This design comes from an exercise in tuning for small area, a short achievable clock period and few clock cycles on the open sky130 flow, not from production work. No functional check of the RTL was part of this run.

$ cat flow/run.sh
#!/bin/bash
# synth_recipe.tcl (not shown) runs the flow's synth.tcl, then flattens the netlist and writes it again
# the make line also repeats each setting of config.mk as NAME=value (left out here)
make -C /OpenROAD-flow-scripts/flow DESIGN_CONFIG=/design/flow/config.mk WORK_HOME=/design/flow/orfs CLKGATE_MAP_FILE= SYNTH_SCRIPT=/design/flow/synth_recipe.tcl finish
$ cat flow/design.v
module mul8s(input [7:0] a, input [7:0] b, output [15:0] p);
    wire pp0_0 = (a[0] & b[0]);
    wire pp0_1 = (a[0] & b[1]);
    wire pp0_2 = (a[0] & b[2]);
    wire pp0_3 = (a[0] & b[3]);
    wire pp0_4 = (a[0] & b[4]);
    wire pp0_5 = (a[0] & b[5]);
    wire pp0_6 = (a[0] & b[6]);
    wire pp0_7 = ~(a[0] & b[7]);
    wire pp1_0 = (a[1] & b[0]);
    wire pp1_1 = (a[1] & b[1]);
    wire pp1_2 = (a[1] & b[2]);
    wire pp1_3 = (a[1] & b[3]);
    wire pp1_4 = (a[1] & b[4]);
    wire pp1_5 = (a[1] & b[5]);
    wire pp1_6 = (a[1] & b[6]);
    wire pp1_7 = ~(a[1] & b[7]);
    wire pp2_0 = (a[2] & b[0]);
    wire pp2_1 = (a[2] & b[1]);
    wire pp2_2 = (a[2] & b[2]);
    wire pp2_3 = (a[2] & b[3]);
    wire pp2_4 = (a[2] & b[4]);
    wire pp2_5 = (a[2] & b[5]);
    wire pp2_6 = (a[2] & b[6]);
    wire pp2_7 = ~(a[2] & b[7]);
    wire pp3_0 = (a[3] & b[0]);
    wire pp3_1 = (a[3] & b[1]);
    wire pp3_2 = (a[3] & b[2]);
    wire pp3_3 = (a[3] & b[3]);
    wire pp3_4 = (a[3] & b[4]);
    wire pp3_5 = (a[3] & b[5]);
    wire pp3_6 = (a[3] & b[6]);
    wire pp3_7 = ~(a[3] & b[7]);
    wire pp4_0 = (a[4] & b[0]);
    wire pp4_1 = (a[4] & b[1]);
    wire pp4_2 = (a[4] & b[2]);
    wire pp4_3 = (a[4] & b[3]);
    wire pp4_4 = (a[4] & b[4]);
    wire pp4_5 = (a[4] & b[5]);
    wire pp4_6 = (a[4] & b[6]);
    wire pp4_7 = ~(a[4] & b[7]);
    wire pp5_0 = (a[5] & b[0]);
    wire pp5_1 = (a[5] & b[1]);
    wire pp5_2 = (a[5] & b[2]);
    wire pp5_3 = (a[5] & b[3]);
    wire pp5_4 = (a[5] & b[4]);
    wire pp5_5 = (a[5] & b[5]);
    wire pp5_6 = (a[5] & b[6]);
    wire pp5_7 = ~(a[5] & b[7]);
    wire pp6_0 = (a[6] & b[0]);
    wire pp6_1 = (a[6] & b[1]);
    wire pp6_2 = (a[6] & b[2]);
    wire pp6_3 = (a[6] & b[3]);
    wire pp6_4 = (a[6] & b[4]);
    wire pp6_5 = (a[6] & b[5]);
    wire pp6_6 = (a[6] & b[6]);
    wire pp6_7 = ~(a[6] & b[7]);
    wire pp7_0 = ~(a[7] & b[0]);
    wire pp7_1 = ~(a[7] & b[1]);
    wire pp7_2 = ~(a[7] & b[2]);
    wire pp7_3 = ~(a[7] & b[3]);
    wire pp7_4 = ~(a[7] & b[4]);
    wire pp7_5 = ~(a[7] & b[5]);
    wire pp7_6 = ~(a[7] & b[6]);
    wire pp7_7 = (a[7] & b[7]);
    wire s1 = pp0_6 ^ pp1_5;
    wire c1 = pp0_6 & pp1_5;
    wire s2 = pp0_7 ^ pp1_6 ^ pp2_5;
    wire c2 = (pp0_7 & pp1_6) | (pp0_7 & pp2_5) | (pp1_6 & pp2_5);
    wire s3 = pp3_4 ^ pp4_3;
    wire c3 = pp3_4 & pp4_3;
    wire s4 = pp1_7 ^ pp2_6 ^ pp3_5;
    wire c4 = (pp1_7 & pp2_6) | (pp1_7 & pp3_5) | (pp2_6 & pp3_5);
    wire s5 = pp4_4 ^ pp5_3 ^ pp6_2;
    wire c5 = (pp4_4 & pp5_3) | (pp4_4 & pp6_2) | (pp5_3 & pp6_2);
    wire s6 = pp2_7 ^ pp3_6 ^ pp4_5;
    wire c6 = (pp2_7 & pp3_6) | (pp2_7 & pp4_5) | (pp3_6 & pp4_5);
    wire s7 = pp0_4 ^ pp1_3;
    wire c7 = pp0_4 & pp1_3;
    wire s8 = pp0_5 ^ pp1_4 ^ pp2_3;
    wire c8 = (pp0_5 & pp1_4) | (pp0_5 & pp2_3) | (pp1_4 & pp2_3);
    wire s9 = pp3_2 ^ pp4_1;
    wire c9 = pp3_2 & pp4_1;
    wire s10 = s1 ^ pp2_4 ^ pp3_3;
    wire c10 = (s1 & pp2_4) | (s1 & pp3_3) | (pp2_4 & pp3_3);
    wire s11 = pp4_2 ^ pp5_1 ^ pp6_0;
    wire c11 = (pp4_2 & pp5_1) | (pp4_2 & pp6_0) | (pp5_1 & pp6_0);
    wire s12 = c1 ^ s2 ^ s3;
    wire c12 = (c1 & s2) | (c1 & s3) | (s2 & s3);
    wire s13 = pp5_2 ^ pp6_1 ^ pp7_0;
    wire c13 = (pp5_2 & pp6_1) | (pp5_2 & pp7_0) | (pp6_1 & pp7_0);
    wire s14 = c2 ^ c3 ^ s4;
    wire c14 = (c2 & c3) | (c2 & s4) | (c3 & s4);
    wire s15 = s5 ^ pp7_1 ^ 1'b1;
    wire c15 = (s5 & pp7_1) | (s5 & 1'b1) | (pp7_1 & 1'b1);
    wire s16 = c4 ^ c5 ^ s6;
    wire c16 = (c4 & c5) | (c4 & s6) | (c5 & s6);
    wire s17 = pp5_4 ^ pp6_3 ^ pp7_2;
    wire c17 = (pp5_4 & pp6_3) | (pp5_4 & pp7_2) | (pp6_3 & pp7_2);
    wire s18 = c6 ^ pp3_7 ^ pp4_6;
    wire c18 = (c6 & pp3_7) | (c6 & pp4_6) | (pp3_7 & pp4_6);
    wire s19 = pp5_5 ^ pp6_4 ^ pp7_3;
    wire c19 = (pp5_5 & pp6_4) | (pp5_5 & pp7_3) | (pp6_4 & pp7_3);
    wire s20 = pp4_7 ^ pp5_6 ^ pp6_5;
    wire c20 = (pp4_7 & pp5_6) | (pp4_7 & pp6_5) | (pp5_6 & pp6_5);
    wire s21 = pp0_3 ^ pp1_2;
    wire c21 = pp0_3 & pp1_2;
    wire s22 = s7 ^ pp2_2 ^ pp3_1;
    wire c22 = (s7 & pp2_2) | (s7 & pp3_1) | (pp2_2 & pp3_1);
    wire s23 = c7 ^ s8 ^ s9;
    wire c23 = (c7 & s8) | (c7 & s9) | (s8 & s9);
    wire s24 = c8 ^ c9 ^ s10;
    wire c24 = (c8 & c9) | (c8 & s10) | (c9 & s10);
    wire s25 = c10 ^ c11 ^ s12;
    wire c25 = (c10 & c11) | (c10 & s12) | (c11 & s12);
    wire s26 = c12 ^ c13 ^ s14;
    wire c26 = (c12 & c13) | (c12 & s14) | (c13 & s14);
    wire s27 = c14 ^ c15 ^ s16;
    wire c27 = (c14 & c15) | (c14 & s16) | (c15 & s16);
    wire s28 = c16 ^ c17 ^ s18;
    wire c28 = (c16 & c17) | (c16 & s18) | (c17 & s18);
    wire s29 = c18 ^ c19 ^ s20;
    wire c29 = (c18 & c19) | (c18 & s20) | (c19 & s20);
    wire s30 = c20 ^ pp5_7 ^ pp6_6;
    wire c30 = (c20 & pp5_7) | (c20 & pp6_6) | (pp5_7 & pp6_6);
    wire s31 = pp0_2 ^ pp1_1;
    wire c31 = pp0_2 & pp1_1;
    wire s32 = s21 ^ pp2_1 ^ pp3_0;
    wire c32 = (s21 & pp2_1) | (s21 & pp3_0) | (pp2_1 & pp3_0);
    wire s33 = c21 ^ s22 ^ pp4_0;
    wire c33 = (c21 & s22) | (c21 & pp4_0) | (s22 & pp4_0);
    wire s34 = c22 ^ s23 ^ pp5_0;
    wire c34 = (c22 & s23) | (c22 & pp5_0) | (s23 & pp5_0);
    wire s35 = c23 ^ s24 ^ s11;
    wire c35 = (c23 & s24) | (c23 & s11) | (s24 & s11);
    wire s36 = c24 ^ s25 ^ s13;
    wire c36 = (c24 & s25) | (c24 & s13) | (s25 & s13);
    wire s37 = c25 ^ s26 ^ s15;
    wire c37 = (c25 & s26) | (c25 & s15) | (s26 & s15);
    wire s38 = c26 ^ s27 ^ s17;
    wire c38 = (c26 & s27) | (c26 & s17) | (s27 & s17);
    wire s39 = c27 ^ s28 ^ s19;
    wire c39 = (c27 & s28) | (c27 & s19) | (s28 & s19);
    wire s40 = c28 ^ s29 ^ pp7_4;
    wire c40 = (c28 & s29) | (c28 & pp7_4) | (s29 & pp7_4);
    wire s41 = c29 ^ s30 ^ pp7_5;
    wire c41 = (c29 & s30) | (c29 & pp7_5) | (s30 & pp7_5);
    wire s42 = c30 ^ pp6_7 ^ pp7_6;
    wire c42 = (c30 & pp6_7) | (c30 & pp7_6) | (pp6_7 & pp7_6);
    wire [15:0] r0 = {1'b1, c42, c41, c40, c39, c38, c37, c36, c35, c34, c33, c32, c31, s31, pp0_1, pp0_0};
    wire [15:0] r1 = {1'b0, pp7_7, s42, s41, s40, s39, s38, s37, s36, s35, s34, s33, s32, pp2_0, pp1_0, 1'b0};
    wire [15:0] g = r0 & r1;
    wire [15:0] t = r0 ^ r1;
    reg [15:0] G, P; integer i, l;
    always @* begin G = g; P = t;
        for (l = 0; l < 4; l = l + 1)
            for (i = 15; i >= 0; i = i - 1)
                if (i[l]) begin G[i] = G[i] | (P[i] & G[((i >> l) << l) - 1]); P[i] = P[i] & P[((i >> l) << l) - 1]; end
    end
    assign p = t ^ {G[14:0], 1'b0};
endmodule
`timescale 1ns / 1ps
module spm_mul_bcd(
    input  wire        clk,
    input  wire        rst,
    input  wire        start,
    input  wire [7:0]  mc,
    input  wire [7:0]  mp,
    output wire [15:0] product,
    output reg  [19:0] bcd,
    output reg         done
);
    reg  [15:0] pro;
    wire [15:0] mul;
    mul8s mult(.a(mc), .b(mp), .p(mul));
    always @(posedge clk)
        if (start)
            pro <= mul;
    always @(posedge clk or posedge rst)
        if (rst)
            done <= 1'b0;
        else if (start)
            done <= 1'b1;
    assign product = pro;
    reg [14:0] mag;
    reg        below;
    integer k;
    always @* begin
        below = 1'b0;
        for (k = 0; k < 15; k = k + 1) begin
            mag[k] = pro[k] ^ (pro[15] & below);
            below  = below | pro[k];
        end
    end
    function [3:0] add3(input [3:0] d);
        reg s;
        begin
            s = d[3] | (d[2] & (d[1] | d[0]));
            add3[3] = s;
            add3[2] = (d[3] & d[0]) | (d[2] & ~d[1] & ~d[0]);
            add3[1] = (d[1] & d[0]) | (d[1] & ~d[2] & ~d[3]) | (d[3] & ~d[0]);
            add3[0] = s ^ d[0];
        end
    endfunction
    integer i;
    always @* begin
        bcd = 20'b0;
        for (i = 13; i >= 0; i = i - 1) begin
            bcd[3:0]   = add3(bcd[3:0]);
            bcd[7:4]   = add3(bcd[7:4]);
            bcd[11:8]  = add3(bcd[11:8]);
            bcd[15:12] = add3(bcd[15:12]);
            bcd = {bcd[18:0], mag[i]};
        end
        if (mag[14])
            bcd = bcd | 20'h16384;
    end
endmodule
$ cat flow/constraint.sdc
create_clock -name core_clock -period 18.0 [get_ports {clk}]
set_input_delay 3.6000 -clock core_clock [delete_from_list [all_inputs] [get_ports {clk}]]
set_output_delay 3.6000 -clock core_clock [all_outputs]
set_load 0.01 [all_outputs]
$ cat flow/config.mk
export PLATFORM = sky130hd
export DESIGN_NAME = spm_mul_bcd
export DESIGN_NICKNAME = spm_mul_bcd
export VERILOG_FILES = /design/flow/design.v
export SDC_FILE = /design/flow/constraint.sdc
export NUM_CORES = 4
export LEC_CHECK = 0
export ABC_AREA = 1
export CAP_MARGIN = 20
export CORE_MARGIN = 2
export CORE_UTILIZATION = 40
export SLEW_MARGIN = 20
==> key figures <==
Status
  • Outcome: no timing/DRC/antenna violations

Yosys
  • Average footprint of a synthesized cell: 6.42 um^2
  • Post-synthesis cell count: 650
  • Total of warnings raised by yosys: 2
  • Count of state elements after synthesis: 17
  • Distinct cells, synth: 35
  • Sequential element share of the synthesized area: 0.121
  • Post-Synthesis Cell Area: 4180 um^2

STA
  • Period utilisation layout: 0.521
  • Pins Over Slew Limit: 0
  • Final hold viol count: 0
  • Clock Skews: 0 ps
  • Tightest slew margin relative to the limit: 0.458
  • Number of setup violations in the final report: 0
  • Shortest period the worst path allows: 9370 ps
  • Setup TNS: 0 ps
  • Maximum clock frequency: 107 MHz
  • Unrepaired setup endpoints after global routing: no
  • Worst-margin pin slew: 811 ps

Drt
  • Initial DRC Count: 130
  • Wire length on met2: 4470 um
  • Total vias in the final route: 3889
  • Met1 Wirelength: 3710 um
  • Drt pass-1 iters: 5
  • Uppermost metal layer occupied by signal nets: met4
  • Number of vias per cell: 4.73
  • Total Wirelength: 8500 um
  • DRC errors left: 0
  • Wire length on met3: 149 um
  • WL per Instance: 10.3 um
  • Number of nets with antenna violations after routing: 0

Clock tree
  • Clock tree from TritonCTS: yes
  • Root Buffer Master: sky130_fd_sc_hd__clkbuf_8
  • Number of buffers inserted during clock tree synthesis: 3
  • Count of hold-fix buffers inserted at cts: 0
  • Clock insertion delay at the later pin of the skew report: 240 ps
  • H-tree Lvls: 1
  • Maximum number of buffers from clock root to sink: 2
  • Clock transition at path regs: 60 ps
  • Resized cells post-CTS: 0
  • Total setup buffers inserted after CTS: 0
  • Number of sinks handled by clock tree synthesis: 17

Setup path
  • Critical path capture point type: primary output
  • Required arrival time at the worst endpoint: 14400 ps
  • Critical path startpoint category: flop
  • Critical Path Max Stage Delay: 520 ps
  • Number of cells on the worst reg-to-reg path: 1
  • Worst EP arrival: 5770 ps
  • CP max stage cell: sky130_fd_sc_hd__clkdlybuf4s50_1
  • Highest net fanout along the worst path: 7
  • Cell mode on critical path: sky130_fd_sc_hd__nand2_1
  • Kind of critical path: reg2out

Layout
  • Growth of design area from synthesis to finish: 15.5%
  • Proportion of layout cells with a drive suffix above 1: 0.0802
  • Number of nets in the layout: 765
  • Most common cell after layout, fill and taps aside: sky130_fd_sc_hd__nand2_1
  • Top library cells by usage in the layout, fill and taps aside: sky130_fd_sc_hd__nand2_1 (174), sky130_fd_sc_hd__inv_1 (161), sky130_fd_sc_hd__clkdlybuf4s50_1 (52)
  • Number of antenna repair diodes: 0

Floorplan
  • Total number of placement rows: 37
  • I/O Pins: 56
  • Initial standard-cell utilization of the core: 0.408
  • Die H: 106 um
  • DIE AREA: 11300 um^2
  • Core region area: 10200 um^2
  • Die Width: 106 um

Job
  • Maximum capacitance violations: 0

Global route
  • Vias in the first global route: 3796
  • First-pass GRT wire length: 15300 um
  • Combined global-route utilization of all metal layers: 0.158
  • Pin count of the biggest net entering global routing: 19
  • Number of antenna violations at the first check in global routing: 0
  • Grt ovf: 0

Placement
  • Port-buffer cells: 52
  • GPL Wtd Cong: 0.834
  • Estimated wirelength of the detail-placed design: 7420 um

Worst hold path
  • Cell count of the worst hold path: 1
  • Class of the tightest hold or removal check: reg2reg
[stage by stage]
stage | util | setup WS, ps | std cells | area (um^2) | hold slack [ps]
2_1_floorplan | - | 9930 | 652 | 4180 | 512
3_3_place_gp | 0.467 | 9120 | 818 | 4780 | 454
3_5_place_dp | 0.467 | 8880 | 818 | 4780 | 472
4_1_cts | 0.471 | 8600 | 822 | 4820 | 487
5_1_grt | 0.471 | 7880 | 822 | 4820 | 513
6_report | 0.471 | 8630 | 822 | 4820 | 476
[layout make-up]
class,count,area [um^2]
Fill cell,1057,5410
Multi-Input combinational cell,439,2930
Inverter,174,653
Timing Repair Buffer,52,520
Sequential cell,17,505
Tap cell,136,170
Clock buffer,4,45.0
[per-layer routing]
metal  track usage  vias to the layer above
met4        0.0461                        0
met5             0                        -
met1         0.180                     1791
met3       0.00307                        8
li1              -                     2037
met2         0.318                       53
[path summary, 6_finish.rpt]
kind / from / slack [ps] / endpoint
setup / recovery: pro[0] / 8630 / bcd[1]
hold / removal: done / 480 / done
setup reg to reg: done / 17220 / done
hold reg to reg: done / 480 / done
max in group asynchronous: rst / 14420 / done
min in group asynchronous: rst / 3490 / done
[registers in the layout (all words and copies together) (netlist names)]
register and count:
pro 16, done 1
[critical path: cells and delay by family (launching register included)]
kind	cells	cell delay [ps]
AND/OR/NAND/NOR	49	4530
buffers and inverters	1	520
flip-flops	1	450
[cells in the mapped netlist]
cell / n / share of area
sky130_fd_sc_hd__or2_2: 1 / 0.0015
sky130_fd_sc_hd__inv_1: 161 / 0.14
sky130_fd_sc_hd__a22oi_4: 1 / 0.0051
sky130_fd_sc_hd__o22ai_2: 1 / 0.0030
sky130_fd_sc_hd__xor2_1: 19 / 0.040
sky130_fd_sc_hd__dfrtp_1: 1 / 0.0060
sky130_fd_sc_hd__fa_1: 38 / 0.18
sky130_fd_sc_hd__clkbuf_1: 18 / 0.016
sky130_fd_sc_hd__o21ai_1: 16 / 0.019
sky130_fd_sc_hd__a22oi_2: 1 / 0.0030
sky130_fd_sc_hd__nor2_2: 3 / 0.0045
sky130_fd_sc_hd__a22oi_1: 4 / 0.0072
sky130_fd_sc_hd__nand2_1: 174 / 0.16
sky130_fd_sc_hd__a31oi_1: 1 / 0.0015
sky130_fd_sc_hd__edfxtp_1: 16 / 0.12
sky130_fd_sc_hd__nand3_2: 2 / 0.0048
sky130_fd_sc_hd__and2_1: 2 / 0.0030
sky130_fd_sc_hd__o22ai_1: 9 / 0.013
sky130_fd_sc_hd__nand4_2: 2 / 0.0060
sky130_fd_sc_hd__nand2_2: 22 / 0.033
sky130_fd_sc_hd__o211ai_1: 3 / 0.0054
sky130_fd_sc_hd__xor2_2: 1 / 0.0039
sky130_fd_sc_hd__buf_4: 4 / 0.0072
sky130_fd_sc_hd__nand4_1: 6 / 0.0090
sky130_fd_sc_hd__a22o_1: 1 / 0.0021
sky130_fd_sc_hd__inv_2: 13 / 0.012
sky130_fd_sc_hd__conb_1: 1 / 0.00090
sky130_fd_sc_hd__nand3_1: 45 / 0.054
sky130_fd_sc_hd__o21bai_1: 2 / 0.0036
sky130_fd_sc_hd__nor2_1: 19 / 0.017
sky130_fd_sc_hd__nand2_4: 3 / 0.0081
sky130_fd_sc_hd__ha_1: 21 / 0.063
sky130_fd_sc_hd__a21oi_2: 2 / 0.0042
sky130_fd_sc_hd__o21ai_0: 28 / 0.034
sky130_fd_sc_hd__a21oi_1: 9 / 0.011
[logic make-up (layout without fill, tap and decap cells)]
| family | Yosys count | after routing | synth area share |
|---|---|---|---|
| adder cells (fa/ha/maj) | 59 | 59 | 0.245 |
| flip-flops | 17 | 17 | 0.121 |
| other | 1 | 3 | 0.000898 |
| buffers and inverters | 196 | 230 | 0.180 |
| AO/OA/AOI/OAI | 78 | 78 | 0.112 |
| XOR/XNOR | 20 | 20 | 0.0438 |
| AND/OR/NAND/NOR | 279 | 279 | 0.297 |

## re-timing with driven ports
Ports are ideal in the flow. The routed layout listed here was re-timed in OpenROAD.
Step 1 (the two cells are an assumption about what drives the block):
set clk [get_ports {clk}]
set_driving_cell -lib_cell sky130_fd_sc_hd__clkbuf_16 $clk
set_driving_cell -lib_cell sky130_fd_sc_hd__buf_2 [delete_from_list [all_inputs] $clk]
Step 2 adds t to the input delays and takes it off the output delays; t is the mean of the earliest and latest rising clock arrival at the registers after step 1. Input paths then give back, and output paths get back, about the clock's delay inside the block.
Slacks: no drivers / after step 1 / after step 2; pairs: no drivers / after step 1.
t (ns): 0.267
setup WS [ns]: 8.627 / 8.602 / 8.868
worst setup path after step 2: register to output
worst register clock-pin slew, ns: 0.06 / 0.06
pins driven straight from the clock port: 1
After both steps this run still meets setup and hold. The setup slack of this run moves by -0.025 ns with the drivers and by +0.241 ns with both steps.
